This design comes from an exercise in tuning for small area, a short achievable clock period and few clock cycles per item on the open sky130 flow, not from production work.
Function was checked by simulation only, so behaviour that the tests miss may differ from the original.

Setup of wip/delta:
==> flow/design.v <==
module tea_interface(
    input [63:0] in,
    input mode,
    input reset,
    input write,
    input clk,
    output [63:0] out,
    output out_ready
);
    localparam [31:0] DELTA   = 32'h9E3779B9;
    localparam [31:0] NDELTA  = 32'h61C88647;  
    localparam [31:0] SUM_DEC = 32'hC6EF3720;  
    function [31:0] bs(input [31:0] x);
        bs = {x[7:0], x[15:8], x[23:16], x[31:24]};
    endfunction
    wire [31:0] in_y = bs(in[63:32]);
    wire [31:0] in_z = bs(in[31:0]);
    reg [63:0] kp, kq;
    reg        qhi;       
    reg        wk;        
    reg [31:0] a, b, s;
    reg        m;         
    reg        ph;        
    reg        pre, post;  
    reg        busy, rdy;
    always @(posedge clk) begin
        kq <= kp;
        kp <= (reset | wk) ? {in_y, in_z} : kq;
        qhi <= wk ? 1'b1 : ~qhi;
    end
    wire        swp = pre | post;
    wire [31:0] f   = ((b << 4) + kq[63:32]) ^ (b + s) ^ ((b >> 5) + kq[31:0]);
    wire [31:0] fe  = f & {32{~swp}};
    wire [31:0] mm  = {32{m}};
    wire [31:0] nb  = mm ^ ((mm ^ a) + fe);
    wire go   = busy & (swp | (qhi == (m ~^ ph)));
    wire fin  = ph & (s == (m ? DELTA : SUM_DEC));
    always @(posedge clk) begin
        if (reset) begin
            wk   <= 1'b1;
            busy <= 1'b0;
            rdy  <= 1'b0;
        end else begin
            wk <= 1'b0;
            if (write) begin
                busy <= 1'b1;
                rdy  <= 1'b0;
            end else if (go & (post | (~m & ~swp & fin))) begin
                busy <= 1'b0;
                rdy  <= 1'b1;
            end
        end
    end
    always @(posedge clk) begin
        if (write) begin
            a    <= in_y;
            b    <= in_z;
            s    <= mode ? SUM_DEC : DELTA;
            m    <= mode;
            ph   <= 1'b0;
            pre  <= mode;
            post <= 1'b0;
        end else if (go) begin
            a <= b;
            b <= nb;
            if (swp) begin
                pre  <= 1'b0;
                post <= 1'b0;
            end else begin
                ph <= ~ph;
                if (ph) s <= s + (m ? NDELTA : DELTA);
                if (m & fin) post <= 1'b1;
            end
        end
    end
    assign out = {bs(a), bs(b)};
    assign out_ready = rdy;
endmodule
export LEC_CHECK = 0
export CAP_MARGIN = 20
export CORE_MARGIN = 2
export CORE_UTILIZATION = 65
export PLACE_DENSITY = 0.8
export SLEW_MARGIN = 20
create_clock -name core_clock -period 12.0 [get_ports {clk}]
standard.sh (not shown) runs the stock make flow with config.mk's settings and CLKGATE_MAP_FILE= SYNTH_SCRIPT=/design/flow/synth_recipe.tcl, a recipe that flattens the netlist after the stock synthesis.
==> flow/flow/run.sh <==
#!/bin/bash
set -euo pipefail
bash standard.sh SETUP_SLACK_MARGIN=7 finish > standard_finish.log 2>&1
The flow did not stop early for wip/delta: all stages ran, and the layout cleared the timing, design-rule and antenna checks.
Testbench counts of wip/delta, summed over its fixed seeds: cycles 68,736, items 1,024.
Changes in wip/amber relative to wip/delta:
Settings: CORE_UTILIZATION changed from 65 to 40; PLACE_DENSITY removed (was 0.8).
==> flow/run.sh (new file) <==
#!/bin/bash
# synth_recipe.tcl (not shown) runs the flow's synth.tcl, then flattens the netlist and writes it again
# the make line also repeats each setting of config.mk as NAME=value (left out here)
make -C /OpenROAD-flow-scripts/flow DESIGN_CONFIG=/design/flow/config.mk WORK_HOME=/design/flow/orfs CLKGATE_MAP_FILE= SYNTH_SCRIPT=/design/flow/synth_recipe.tcl finish
removed: flow/flow/run.sh
removed: flow/standard.sh
==> comparison <==
- Max freq wip/delta -> wip/amber: degraded
- Going from wip/delta to wip/amber, via count of the first global-routing pass lower; clock-pin slew on the worst setup and hold paths comparable.
Modified inputs, wip/juniper compared to wip/amber
Settings: setting ABC_AREA to 1 for the first time; setting CTS_CLUSTER_DIAMETER to 100 for the first time; setting CTS_CLUSTER_SIZE to 30 for the first time.
==> flow/flow/run.sh (new file) <==
#!/bin/bash
# The standard layout, with two changes:
# - timing repair treats paths with less than MARGIN ns of slack as failing,
#   so it speeds up the design below the clock period;
# - the buffer on each input and output port is the smallest buffer.
set -euo pipefail
MARGIN=7.5
bash standard.sh SETUP_SLACK_MARGIN=$MARGIN \
  "BUFFER_PORTS_ARGS=-buffer_cell sky130_fd_sc_hd__buf_1" \
  finish > standard_finish.log 2>&1
==> flow/standard.sh (new file) <==
#!/bin/bash
# synth_recipe.tcl (not shown) runs the flow's synth.tcl, then flattens the netlist and writes it again
# the make line also repeats each setting of config.mk as NAME=value (left out here)
make -C /OpenROAD-flow-scripts/flow DESIGN_CONFIG=/design/flow/config.mk WORK_HOME=/design/flow/orfs CLKGATE_MAP_FILE= SYNTH_SCRIPT=/design/flow/synth_recipe.tcl "${@:-finish}"
removed: flow/run.sh
--- outcome ---
[wip/juniper] post-route minimum period fell 1.83 ns relative to wip/amber. Relative to wip/amber, final worst slack has increased by 1.83 ns in wip/juniper. When the final numbers for wip/juniper and wip/amber were put side by side, the global-route usage turned out to be smaller in wip/amber. A dominant combinational cell family by area after synthesis of compound AO/OA/AOI/OAI gates is what wip/amber shows, while simple AND/OR/NAND/NOR gates belongs to wip/juniper. Relative area change from synthesis to final layout (wip/juniper over wip/amber): increase, 0.36 points. Looking at count of mapped cells out of synthesis across wip/juniper and wip/amber, the one that comes out higher is wip/juniper.
Setup changes, wip/juniper to wip/zinc
Settings: a deleted CTS_CLUSTER_SIZE that had been 30; a deleted ABC_AREA that had been 1; a deleted CTS_CLUSTER_DIAMETER that had been 100.
==> flow/flow/run.sh <==
#!/bin/bash
# The standard layout, with timing repair aiming below the clock period:
# repair_timing treats paths with less than MARGIN ns of slack as failing.
set -euo pipefail
MARGIN=7
bash standard.sh SETUP_SLACK_MARGIN=$MARGIN finish > standard_finish.log 2>&1
[summary]
Summary of wip/zinc over wip/juniper: die area decreased by 0.0031 mm^2 relative to the old numbers. Between wip/juniper and wip/zinc, the flip-flop and latch share of the layout cell area does not differ in any meaningful way.


== build 30 ==
RTL: the design.v shown in full above, as it stands there.
==> flow/config.mk <==
export PLATFORM = sky130hd
export DESIGN_NAME = tea_interface
export DESIGN_NICKNAME = tea_interface
export VERILOG_FILES = /design/flow/design.v
export SDC_FILE = /design/flow/constraint.sdc
export NUM_CORES = 4
export LEC_CHECK = 0
export ABC_AREA = 1
export CAP_MARGIN = 20
export CORE_MARGIN = 2
export CORE_UTILIZATION = 40
export CTS_BUF_LIST = sky130_fd_sc_hd__clkbuf_4
export SLEW_MARGIN = 20
==> flow/constraint.sdc <==
create_clock -name core_clock -period 12.0 [get_ports {clk}]
set_input_delay 2.4000 -clock core_clock [delete_from_list [all_inputs] [get_ports {clk}]]
set_output_delay 2.4000 -clock core_clock [all_outputs]
set_load 0.01 [all_outputs]
==> flow/flow/run.sh <==
#!/bin/bash
# The standard layout, with two changes:
# - timing repair treats paths with less than MARGIN ns of slack as failing,
#   so it speeds up the design below the clock period;
# - the buffer on each input and output port is the smallest buffer.
set -euo pipefail
MARGIN=7.5
bash standard.sh SETUP_SLACK_MARGIN=$MARGIN \
  "BUFFER_PORTS_ARGS=-buffer_cell sky130_fd_sc_hd__buf_1" \
  finish > standard_finish.log 2>&1
Testbench counts of build 30, summed over its fixed seeds: cycles 68,736, items 1,024.
The following lists how build 3 was set up differently from build 30:
- CTS_BUF_LIST removed (was sky130_fd_sc_hd__clkbuf_4)
- ABC_AREA removed (was 1)
==> flow/flow/run.sh <==
#!/bin/bash
set -euo pipefail
bash standard.sh SETUP_SLACK_MARGIN=7 ADDER_MAP_FILE= finish > standard_finish.log 2>&1
Findings:
| sum of negative setup slack | build 3 vs build 30 | ≈ equal |
Register-to-register setup slack (build 3 over build 30): decrease, 820 ps
NOTE: sequential fraction of total cell area in build 3 falls short of that of build 30
> inputs changed (build 3 -> build 36)
- ABC_AREA newly set to 1
==> flow/flow/run.sh <==
#!/bin/bash
set -euo pipefail
bash standard.sh SETUP_SLACK_MARGIN=7.5 finish > standard_finish.log 2>&1
### Flow results
The fmax of build 36 was superior to that of build 3. Comparing build 36 with build 3, the wire length of the first global-routing pass came out essentially unchanged. Compared build 36 vs build 3, and register share of the cell area is up in build 36. Taking build 3 as the reference, in build 36 fraction of layout cells with a size suffix above 1 down 8.8 points; proportion of cell area spent on the clock network up 0.54 points.
--- input diff build 36..build 75 ---
==> flow/run.sh (new file) <==
#!/bin/bash
# synth_recipe.tcl (not shown) runs the flow's synth.tcl, then flattens the netlist and writes it again
# the make line also repeats each setting of config.mk as NAME=value (left out here)
make -C /OpenROAD-flow-scripts/flow DESIGN_CONFIG=/design/flow/config.mk WORK_HOME=/design/flow/orfs CLKGATE_MAP_FILE= SYNTH_SCRIPT=/design/flow/synth_recipe.tcl finish
removed: flow/flow/run.sh
removed: flow/standard.sh
Notes after the runs:
The run showing the smaller global-route wire length before repair is build 75.
Comparing build 75 against build 36, there is no change at all in die area.
Compared to build 36, build 75 has total length of routed met2 wires about 4.6% lower.
On number of global-route vias before repair: between build 36 and build 75, it ends up higher for build 36.
Build 36 has a higher area overhead of the layout relative to synthesis than build 75.
The register-to-register slack of build 75 falls short of that of build 36 by 590 ps.
Build 75 against build 36: sequential share of layout area shows an increase of 2.0 points; count of clock-buffer cells in the layout lost about 9%; average wire per cell in the routed design ~0 delta.
## Diff of input files: build 56 against build 75
- setting CTS_BUF_LIST to sky130_fd_sc_hd__clkbuf_8 for the first time
==> flow/flow/run.sh (new file) <==
#!/bin/bash
# The standard layout, with two changes:
# - timing repair treats paths with less than MARGIN ns of slack as failing,
#   so it speeds up the design below the clock period;
# - the buffer on each input and output port is the smallest buffer.
set -euo pipefail
MARGIN=8
bash standard.sh SETUP_SLACK_MARGIN=$MARGIN \
  "BUFFER_PORTS_ARGS=-buffer_cell sky130_fd_sc_hd__buf_1" \
  finish > standard_finish.log 2>&1
==> flow/standard.sh (new file) <==
#!/bin/bash
# synth_recipe.tcl (not shown) runs the flow's synth.tcl, then flattens the netlist and writes it again
# the make line also repeats each setting of config.mk as NAME=value (left out here)
make -C /OpenROAD-flow-scripts/flow DESIGN_CONFIG=/design/flow/config.mk WORK_HOME=/design/flow/orfs CLKGATE_MAP_FILE= SYNTH_SCRIPT=/design/flow/synth_recipe.tcl "${@:-finish}"
removed: flow/run.sh
## What came out
Build 56 has global-route met3 utilization above what build 75 had. Changes observed in build 56 relative to build 75: total number of vias climbed 5.9%, final critical-path share of the clock period -4.1 points. Diff build 75 -> build 56: time the worst path needs with I/O delays and setup moved down; wire length of the first global-routing pass rose by 3.0%; data arrival time at the worst-slack endpoint went down; non-clock buffer total of the final layout saw an increase; routability-driven placement congestion ratio moved up. As of build 56, final cell area excluding filler cells had risen by a few percent compared to build 75.
The following lists how build 15 was set up differently from build 56:
- removing ABC_AREA (formerly 1)
- removing CTS_BUF_LIST (formerly sky130_fd_sc_hd__clkbuf_8)
==> flow/flow/run.sh <==
#!/bin/bash
# The standard layout, with timing repair aiming below the clock period:
# repair_timing treats paths with less than MARGIN ns of slack as failing,
# and may resize cells to any footprint.
set -euo pipefail
MARGIN=8
bash standard.sh SETUP_SLACK_MARGIN=$MARGIN MATCH_CELL_FOOTPRINT=0 finish > standard_finish.log 2>&1
Findings:
Build 15: no failed stages, no open violations at the end
Build 56 → build 15: die area dropped 7.1%, routed wire length lost about 18%, transition time of the tightest slew-check pin climbed 430 ps, non-clock buffer count in the final layout moved up.
b[0]$_DFFE_PP_ as the launch point of the critical path was reported by build 56, and b[1]$_DFFE_PP_ by build 15.
Build 15 vs build 56: cell area after placement down in build 15


Another version of the RTL of tea_interface (not shown whole).
For scale: ~2800 cells after synthesis, ~230 flip-flops, ~130 I/O pins.
clock: 12.0 ns
lec_check: 0
abc_area: 1
cap_margin: 20
core_margin: 2
core_utilization: 40
cts_cluster_diameter: 80
cts_cluster_size: 30
slew_margin: 20
==> flow/flow/run.sh <==
#!/bin/bash
# The standard layout, with four changes:
# - synthesis leaves adders to ABC instead of mapping them to half- and
#   full-adder cells first (ADDER_MAP_FILE empty); registers are unchanged;
# - timing repair treats paths with less than MARGIN ns of slack as failing,
#   so it speeds up the design below the clock period;
# - the buffer on each input and output port is the smallest buffer;
# - clock tree synthesis adds no dummy loads.
set -euo pipefail
MARGIN=8
bash standard.sh SETUP_SLACK_MARGIN=$MARGIN ADDER_MAP_FILE= MATCH_CELL_FOOTPRINT=0 \
  "BUFFER_PORTS_ARGS=-buffer_cell sky130_fd_sc_hd__buf_1" \
  "CTS_ARGS=-sink_clustering_enable -repair_clock_nets -sink_clustering_size 30 -sink_clustering_max_diameter 80 -dont_use_dummy_load" \
  finish > standard_finish.log 2>&1
Testbench counts at the start, summed over its fixed seeds: cycles 68,736, items 1,024.
Edit:
--- a/flow/flow/run.sh
+++ b/flow/flow/run.sh
@@ -9,4 +9,4 @@
 set -euo pipefail
-MARGIN=8
-bash standard.sh SETUP_SLACK_MARGIN=$MARGIN ADDER_MAP_FILE= MATCH_CELL_FOOTPRINT=0 \
+MARGIN=8.5
+bash standard.sh SETUP_SLACK_MARGIN=$MARGIN ADDER_MAP_FILE= \
   "BUFFER_PORTS_ARGS=-buffer_cell sky130_fd_sc_hd__buf_1" \
After rerunning:
- wire length rises by about a fifth
- flip-flop and latch count does not change
- first-iteration DRC count rises by a few percent
- final area rises by about a fifth
- worst setup slack gets better by 130 ps
- synthesized area is unchanged
- worst hold slack gets better by 29 ps
- clock-buffer cell count rises by 2
Edit:
--- a/flow/flow/run.sh
+++ b/flow/flow/run.sh
@@ -9,6 +9,6 @@
 set -euo pipefail
-MARGIN=8.5
+MARGIN=8
 bash standard.sh SETUP_SLACK_MARGIN=$MARGIN ADDER_MAP_FILE= \
   "BUFFER_PORTS_ARGS=-buffer_cell sky130_fd_sc_hd__buf_1" \
-  "CTS_ARGS=-sink_clustering_enable -repair_clock_nets -sink_clustering_size 30 -sink_clustering_max_diameter 80 -dont_use_dummy_load" \
+  "CTS_ARGS=-sink_clustering_enable -repair_clock_nets -dont_use_dummy_load" \
   finish > standard_finish.log 2>&1
Settings changed: CTS_CLUSTER_DIAMETER 80 to unset, CTS_CLUSTER_SIZE 30 to unset.
=>
- utilization decreases by 7.6 points
- worst hold slack gets worse by 6.4 ps
- die area is unchanged
- global-route usage drops by 2.1 points
Edit:
--- a/flow/flow/run.sh
+++ b/flow/flow/run.sh
@@ -9,6 +9,6 @@
 set -euo pipefail
-MARGIN=8
+MARGIN=7.75
 bash standard.sh SETUP_SLACK_MARGIN=$MARGIN ADDER_MAP_FILE= \
   "BUFFER_PORTS_ARGS=-buffer_cell sky130_fd_sc_hd__buf_1" \
-  "CTS_ARGS=-sink_clustering_enable -repair_clock_nets -dont_use_dummy_load" \
+  "CTS_ARGS=-sink_clustering_enable -repair_clock_nets -sink_clustering_size 30 -sink_clustering_max_diameter 80 -dont_use_dummy_load" \
   finish > standard_finish.log 2>&1
Settings changed: CTS_CLUSTER_DIAMETER set to 80, CTS_CLUSTER_SIZE set to 30.
The changed run completed without violations.
Via count fell by 1.6%.
Non-clock buffer count is lower by 32.
Fmax came out lower by 0.94%.
Sequential cell count stays the same.
Hold slack got worse by 23 ps.
Edit:
--- a/flow/flow/run.sh
+++ b/flow/flow/run.sh
@@ -9,3 +9,3 @@
 set -euo pipefail
-MARGIN=7.75
+MARGIN=8.25
 bash standard.sh SETUP_SLACK_MARGIN=$MARGIN ADDER_MAP_FILE= \
What happened:
- hold slack stays flat
- utilization goes up by 3.4 points
- die area is unchanged
- first-iteration DRC count goes down by 10%
- cell count goes up by 2.3%
- routed wire length goes up by 5.4%
- clock skew goes down by 40 ps
- clock-buffer cell count goes down by 1
- critical path depth goes down by 14

port drivers added, routing unchanged:
No port has a modelled driver above. Below, the same layouts with a new extraction and two added sets of constraints.
Step 1: set_driving_cell puts a clkbuf_16 on clk and a buf_2 on each other input, an assumption about the parent block.
Step 2 adds t to the input delays and takes it off the output delays; t is the mean of the earliest and latest rising clock arrival at the registers after step 1. Input paths then give back, and output paths get back, about the clock's delay inside the block.
Slacks: ideal ports / drivers / drivers and shift; pairs: ideal ports / drivers.
run	shift t [ns]	setup slack, ns	worst data-port slew with drivers (ns)
wip/delta	0.585	6.394 / 6.394 / 6.394	0.06
wip/amber	0.615	5.675 / 5.675 / 5.675	0.05
wip/juniper	0.578	7.501 / 7.501 / 7.139	0.04
wip/zinc	0.603	6.540 / 6.540 / 6.540	0.05
build 30	0.840	7.414 / 7.414 / 7.277	0.04
build 3	0.612	6.594 / 6.594 / 6.594	0.06
build 36	0.633	7.529 / 7.529 / 6.987	0.05
build 75	0.637	6.943 / 6.943 / 6.528	0.04
build 56	0.679	7.436 / 7.436 / 7.436	0.05
build 15	0.611	6.519 / 6.519 / 6.519	0.05
the first run of note 3	0.569	8.138 / 8.083 / 7.747	0.09
the second run of note 3	0.587	8.267 / 8.210 / 8.195	0.09
the third run of note 3	0.613	8.153 / 8.097 / 7.738	0.09
the fourth run of note 3	0.577	8.117 / 8.078 / 8.072	0.08
the fifth run of note 3	0.569	8.163 / 8.107 / 7.853	0.09
After both steps every run listed still meets setup and hold. For build 36, which loses most, drivers alone change the setup slack by 0.000 ns; drivers and shift together by -0.542 ns.
